From an optimization exercise on the open Yosys and OpenROAD flow, aimed at small area; shortcuts taken in it are not production practice. Function not checked in this run: the RTL went through the layout flow alone. Power and IR drop assume default switching activity.

==> flow/design.v <==
`timescale 1ns / 1ps
module clk_divider #(
    parameter COUNT = 20
    )(
    input clk,
    input rst,
    output reg slow_clk,
    output rise
    );
    integer counter;
    assign rise = (counter >= (COUNT/2)) & ~slow_clk;
    always @(posedge clk) begin
        if (rst) begin
            counter <= 0;
            slow_clk <= 0;
        end
        else begin
            counter <= counter + 1;
            if(counter >= (COUNT/2)) begin
                slow_clk <= ~slow_clk;
                counter <= 0;
            end
        end
    end
endmodule
`timescale 1ns / 1ps
module debounce_and_single_pulse(
    input clk,
    input rst,
    input in,
    output out
    );
    reg Q0;
    reg Q1;
    wire slow_clk, slow_rise;
    assign out = Q0 & ~Q1;
    clk_divider slow_clk_mod (clk, rst, slow_clk, slow_rise);
    always @(posedge clk) begin
        if (rst) begin
            Q0 <= 0;
            Q1 <= 0;
        end
        else begin
            if (slow_rise)
                Q0 <= in;
            Q1 <= Q0;
        end
    end
endmodule
`timescale 1ns / 1ps
module bcd(
    input clk,
    input rst,
    input [3:0] num,
    output [6:0] seg
    );
    reg [6:0] sseg; 
    assign seg = sseg;
    always @(posedge clk) begin
        if (rst)
            sseg <= 0;
        else
        case(num)
        4'b0000: sseg <= 7'b1000_000;         
        4'b0001: sseg <= 7'b1111_001;         
        4'b0010: sseg <= 7'b0100_100;         
        4'b0011: sseg <= 7'b0110_000;         
        4'b0100: sseg <= 7'b0011_001;         
        4'b0101: sseg <= 7'b0010_010;         
        4'b0110: sseg <= 7'b0000_010;         
        4'b0111: sseg <= 7'b1111_000;         
        4'b1000: sseg <= 7'b0000_000;         
        4'b1001: sseg <= 7'b0010_000;         
        default: sseg <= 7'b1111111;
        endcase 
    end
endmodule
`timescale 1ns / 1ps
module meter(
    input clk,
    input rst,
    input [3:0] buttons, 
    input [1:0] reset,
    output reg [15:0]count
    );
    wire up, left, right, down, second_clk, second_rise;
    debounce_and_single_pulse up_button(clk, rst, buttons[0], up);
    debounce_and_single_pulse left_button(clk, rst, buttons[1], left);
    debounce_and_single_pulse right_button(clk, rst, buttons[2], right);
    debounce_and_single_pulse down_button(clk, rst, buttons[3], down);
    wire decrement;
    clk_divider #(.COUNT(2000)) second_clk_mod (clk, rst, second_clk, second_rise);
    debounce_and_single_pulse second_pulse(clk, rst, second_clk, decrement);
    always @(posedge clk) begin
        if(rst)begin
            count <= 0;
        end
        else begin
            if(reset[0])begin
                count <= 10;
            end
            else if(reset[1])begin
                count <= 205;
            end
            else if(up)begin
                count <= count + 10;
            end
            else if(left)begin
                count <= count + 180;
            end
            else if(right)begin
                count <= count + 200;
            end
            else if(down)begin
                count <= count + 550;
            end
            else begin
                if(count > 0)begin
                    count <= count - decrement;
                end
            end
            if(count > 9999)begin
                count <= 9999;
            end
        end
    end
endmodule
`timescale 1ns / 1ps
module sevenseg(
  input clk,
  input rst,
  input [1:0] reset,
  input [15:0] current_count,
  output [3:0] an,
  output reg [6:0] seg
); 
wire half_second_clk, half_second_rise, half_second;
clk_divider #(.COUNT(1000)) half_second_clk_mod (clk, rst, half_second_clk, half_second_rise);
debounce_and_single_pulse half_second_pulse(clk, rst, half_second_clk, half_second);
reg on0;
wire [6:0] out_count;
reg [3:0] bcd_count;  
bcd counter (clk, rst, bcd_count, out_count);
reg [7:0] count;
wire slow_rise = (count == 8'h7f);
reg [1:0] current;
reg [1:0] next;
always @(posedge clk) begin
    if (rst)
        current <= 0;
    else if (slow_rise)
        current <= next;
end
reg [3:0] an_buf;
assign an = an_buf;
always @(posedge clk) begin
  if (rst) begin
    count <= 0;
    seg <= 0;
    on0 <= 1;
    bcd_count <= 0;
    an_buf <= 0;
    next <= 0;
  end
  else begin
    count <= count + 1;
    seg <= out_count;
    if(half_second) begin
        on0 <= on0 ^ 1;
    end
    if(reset) begin  
        an_buf <= 4'b1110;
        next <= 0; 
    end     
    else begin
        case(current)
        0: begin  
                if(!current_count) begin
                    if(on0)
                        an_buf <= 4'b1110; 
                    else
                        an_buf <= 4'b1111; 
                end
                else if(current_count < 200) begin 
                    if(current_count % 2 != 0)
                        an_buf <= 4'b1111;
                    else
                        an_buf <= 4'b1110;
                end 
                else begin
                    an_buf <= 4'b1110; 
                end
                bcd_count <= ((current_count % 1000) % 100) % 10;
                next <= 1;  
            end
        1: begin  
                if(!current_count) begin
                    if(on0)
                        an_buf <= 4'b1101; 
                    else
                        an_buf <= 4'b1111; 
                end
                else if(current_count < 200) begin 
                    if(current_count % 2 != 0)
                        an_buf <= 4'b1111;
                    else
                        an_buf <= 4'b1101; 
                end 
                else begin        
                    an_buf <= 4'b1101;
                end
                bcd_count <= ((current_count % 1000) % 100)/10;  
                next <= 2;
            end
        2:begin
                if(!current_count) begin
                    if(on0)
                        an_buf <= 4'b1011; 
                    else
                        an_buf <= 4'b1111; 
                end
                else if(current_count < 200) begin 
                    if(current_count % 2 != 0)
                        an_buf <= 4'b1111;
                    else
                        an_buf <= 4'b1011; 
                end 
                else begin
                    an_buf <= 4'b1011;
                end 
                bcd_count <= (current_count % 1000)/100;
                next <= 3;
            end
        3:begin
            if(!current_count) begin
                if(on0)
                    an_buf <= 4'b0111; 
                else
                    an_buf <= 4'b1111; 
            end
            else if(current_count < 200) begin 
                if(current_count % 2 != 0)
                    an_buf <= 4'b1111;
                else
                    an_buf <= 4'b0111; 
            end 
            else begin
                an_buf <= 4'b0111;
            end
            bcd_count <= (current_count % 10000)/1000;
            next <= 0;
        end
        default: begin
            bcd_count <= 4'd0000;
            an_buf <= 4'b1110;
            next <= 1;
            end
        endcase
    end
  end
end
endmodule
`timescale 1ns / 1ps
module top(
    input clk,
    input rst,
    input [3:0] buttons,
    input [1:0] sw,
    output [3:0] an,
    output [6:0] seg
    );
    wire [15:0] count;
    meter m1(
        .clk        (clk),
        .rst        (rst),
        .buttons    (buttons),
        .reset      (sw),
        .count      (count)
    );
    sevenseg ss (
        .clk                (clk),
        .rst                (rst),
        .reset              (sw),
        .current_count      (count),
        .an                 (an),
        .seg                (seg)
    ); 
endmodule
==> flow/run.sh <==
#!/bin/bash
# synth_recipe.tcl (not shown) runs the flow's synth.tcl, then flattens the netlist and writes it again
# the make line also repeats each setting of config.mk as NAME=value (left out here)
make -C /OpenROAD-flow-scripts/flow DESIGN_CONFIG=/design/flow/config.mk WORK_HOME=/design/flow/orfs CLKGATE_MAP_FILE= SYNTH_SCRIPT=/design/flow/synth_recipe.tcl finish
==> flow/config.mk <==
export PLATFORM = sky130hd
export DESIGN_NAME = top
export DESIGN_NICKNAME = top
export VERILOG_FILES = /design/flow/design.v
export SDC_FILE = /design/flow/constraint.sdc
export NUM_CORES = 4
export LEC_CHECK = 0
export CAP_MARGIN = 20
export CORE_MARGIN = 2
export CORE_UTILIZATION = 40
export SLEW_MARGIN = 20
==> flow/constraint.sdc <==
create_clock -name core_clock -period 150.0 [get_ports {clk}]
set_input_delay 30.0000 -clock core_clock [delete_from_list [all_inputs] [get_ports {clk}]]
set_output_delay 30.0000 -clock core_clock [all_outputs]
set_load 0.01 [all_outputs]
==> flow_metrics.env <==
export IMPL_insertion_delay_ns=0.54
export IMPL_crit_family="buffers and inverters"
export IMPL_ios=19
export IMPL_hold_class="reg -> reg"
export IMPL_die_h_um=236.5
export IMPL_ys_seq_area_share_pct=30.27
export IMPL_cts_tree="done"
export IMPL_syn2layout_area_growth_pct=8.904
export IMPL_yosys_area_share_simple_pct=29.67
export IMPL_crit_arrival_ns=1.50
export IMPL_end_kind="output pin"
export IMPL_chipWidth_um=236.5
export IMPL_clock_sinks=327
export IMPL_core_rowCount=85
export IMPL_period_needed_ns=31.50
export IMPL_post_synth_top_count_cell="nor2_1"
export IMPL_multi_input_area_um2=14450
export IMPL_min_period_over_period_pct=21.00
export IMPL_timing_critical_path_to="an[1]"
export IMPL_power_leakage_nw=8.515
export IMPL_h_tree_depth=2
export IMPL_numCtsBuffers=37
export IMPL_drc=0
export IMPL_regArea_um2=6546
export IMPL_crit_buf_inv=1
export IMPL_synth_xor_area_share_pct=12.73
export IMPL_antenna_found_initial=0
export IMPL_reg2reg_to="ss.bcd_count[2]"
export IMPL_antennaDiodeCount=0
export IMPL_max_freq_mhz=31.75
export IMPL_timing_worst_setup_path_type="reg -> out"
export IMPL_slew_headroom_pct=29.28
export IMPL_netlist_area_um2=21630
export IMPL_syn_instance_count=2798
export IMPL_grt_pass1_vias=18600
export IMPL_portBuffers=18
export IMPL_r2r_cells=40
export IMPL_grt_overflow_total=0
export IMPL_rsz0062_at_grt="no"
export IMPL_synth_common_cells="nor2_1, dfxtp_1, nand2_1"
export IMPL_grt_pass1_wl_um=89850
export IMPL_track_usage_pct=18.53
export IMPL_routed_wl_um=53090
export IMPL_synth_top_area_cell="dfxtp_1"
export IMPL_synth_compound_area_share_pct=18.82
export IMPL_max_stage_delay_ns=0.57
export IMPL_synth_top_family_by_area="simple AND/OR/NAND/NOR gates"
export IMPL_r2r_start="m1.count[4]"
export IMPL_crit_chain="clkdlybuf4s50_1"
export IMPL_wl_per_cell_um=15.22
export IMPL_synth_edf_count=0
export IMPL_synthDistinctLibCells=115
export IMPL_synth_top_area_share_pct=30.27
export IMPL_outcome="finished clean"
export IMPL_tightest_slew_ns=1.057
export IMPL_synth_main_ff_cell="dfxtp_1"
export IMPL_powerDensity_nw_per_um2=9.538
export IMPL_yosys_warnings=7
export IMPL_cts_root_buf="clkbuf_16"
export IMPL_slew_violations=0
export IMPL_core_um2=53600
export IMPL_syn_nets=2848
export IMPL_max_cap_violations=0
export IMPL_worstPathRequired_ns=120.00
export IMPL_clk_pin_slew_ns=0.06
export IMPL_cp_slowest_cell="clkdlybuf4s50_1"
export IMPL_rrSetupSlack_ns=134.72
export IMPL_synthMuxAreaShare_pct=2.916
export IMPL_vias=19970
export IMPL_drt_iter0_drc=1288
export IMPL_n_fill_cell=5412
export IMPL_fin_tns_setup_ns=0
export IMPL_drive_gt1_share_pct=6.087
export IMPL_fin_nets=2816
export IMPL_drt_vias_per_instance=5.724
export IMPL_syn_area_per_cell_um2=7.729
export IMPL_cp_start_kind="register"
export IMPL_synthAdderAreaFrac_pct=2.661
export IMPL_hpwl_um=38370
export IMPL_setup_viol=0
export IMPL_cts_resized=0
export IMPL_ir_drop_mv=0.009035
export IMPL_yosys_register_bits=327
export IMPL_hold_violations=0
export IMPL_synthTopCellsByArea="dfxtp_1, nor2_1, xor2_1"
export IMPL_cp_depth=1
export IMPL_ctsHoldBuffers=0
export IMPL_post_cts_buffers=0
export IMPL_critPathMaxFanout=1
export IMPL_p_total_uw=224.6
export IMPL_critPathLaunch="ss.an_buf[1]"
export IMPL_clk_path_buf_depth=3
export IMPL_die_area_um2=55940
export IMPL_firstDrtPassIters=5
export IMPL_grt_max_degree=69
export IMPL_synthArstFlopShare_pct=0
export IMPL_skew_ns=0.01651
export IMPL_ant_nets=0
export IMPL_holdPathStages=1
export IMPL_gp_congestion=0.8859
export IMPL_initial_utilization_pct=40.35
## worst min path at each step
stage | endpoint | startpoint | slack (ns)
floorplan | ss.count[0] | ss.count[0] | 0.41
global placement | ss.count[0] | ss.count[0] | 0.42
detailed placement | ss.count[0] | ss.count[0] | 0.43
CTS | ss.count[0] | ss.count[0] | 0.44
global route | ss.count[0] | ss.count[0] | 0.47
finish | ss.count[0] | ss.count[0] | 0.44
## stage by stage
step           cells  worst slack (ns)  hold WS [ns]  util, %  area [µm²]
6_report        3489            118.50        0.4372    43.94       23550
5_1_grt         3489            118.40        0.4680    43.94       23550
4_1_cts         3489            118.46        0.4414    43.93       23550
3_5_place_dp    3423            117.98        0.4326    41.72       22360
3_3_place_gp    3423            118.09        0.4246    41.72       22360
2_1_floorplan   2798            118.67        0.4130        -       21630
## metal layers
layer / track usage, % / wire (µm) / vias up
li1: - / - / 9976
met1: 25.92 / 25950 / 9485
met2: 30.07 / 23790 / 431
met3: 2.367 / 2383 / 78
met4: 4.756 / 971 / 0
met5: 0 / 0 / -
## cells by family after synthesis
logic type / Yosys count
AO/OA/AOI/OAI: 571
adder cells (fa/ha/maj): 47
buffers and inverters: 159
AND/OR/NAND/NOR: 1324
multiplexers: 59
flip-flops: 327
XOR/XNOR: 311
## power by group
| group | switching, mW | total (mW) | internal [mW] |
|---|---|---|---|
| clock network | 0.0358 | 0.0876 | 0.0518 |
| logic | 0.0290 | 0.0462 | 0.0172 |
| registers | 0.00200 | 0.0908 | 0.0888 |
| total | 0.0668 | 0.225 | 0.158 |
## layout make-up
type / count / share of cell area (%)
Multi-Input combinational cell: 2312 / 61.36
Sequential cell: 327 / 27.80
Clock buffer: 56 / 4.574
Tap cell: 696 / 3.698
Timing Repair Buffer: 34 / 1.254
Inverter: 54 / 0.8606
Clock inverter: 10 / 0.4622
## cell usage in the layout, fill, tap and decap left out, drive strengths merged, types with 7 or more instances in the layout
cell,instances
mux2i,43
a221oi,8
a211oi,23
clkbuf,56
a22oi,16
or2,25
and2,22
nor3,83
a32oi,7
or3,57
o22ai,17
xor2,184
nor2,451
and3,79
o31ai,22
and4,14
mux2,16
buf,17
clkdlybuf4s50,17
inv,57
nand2b,26
a21oi,151
xnor2,126
nand4,55
nand2,228
o31a,11
a21o,19
nor2b,34
dfxtp,327
nor4,65
o21a,12
o21ai,123
a2111oi,8
a21boi,8
o211ai,25
ha,42
a31oi,27
nand3,162
## state kept, by name (all words and copies together) (netlist names), 4 cells and up
name                                       cells
m1.up_button.slow_clk_mod.counter             32
m1.left_button.slow_clk_mod.counter           32
m1.second_pulse.slow_clk_mod.counter          32
ss.counter.sseg                                7
ss.seg                                         7
ss.half_second_clk_mod.counter                32
m1.count                                      16
m1.second_clk_mod.counter                     32
ss.half_second_pulse.slow_clk_mod.counter     32
ss.count                                       8
m1.down_button.slow_clk_mod.counter           32
ss.bcd_count                                   4
ss.an_buf                                      4
m1.right_button.slow_clk_mod.counter          32

[separate check: timing with driven ports]
How much do the figures lean on ideal ports? The routed layout below was timed once more, with nothing changed but the port constraints.
Step 1, drivers: a clkbuf_16 drives clk and a buf_2 each remaining input, both assumed.
Step 2 adds t to the input delays and takes it off the output delays; t is the mean of the earliest and latest rising clock arrival at the registers after step 1. Input paths then give back, and output paths get back, about the clock's delay inside the block.
Slacks: ideal ports / drivers / drivers and shift; pairs: ideal ports / drivers.
t (ns): 0.589
slack for setup (ns): 118.500 / 118.438 / 117.992
worst hold slack (ns): 0.437 / 0.437 / 0.437
worst register clock-pin slew, ns: 0.06 / 0.06
After both steps setup and hold are still met in this run. For this run, drivers alone change the setup slack by -0.062 ns; drivers and shift together by -0.508 ns.
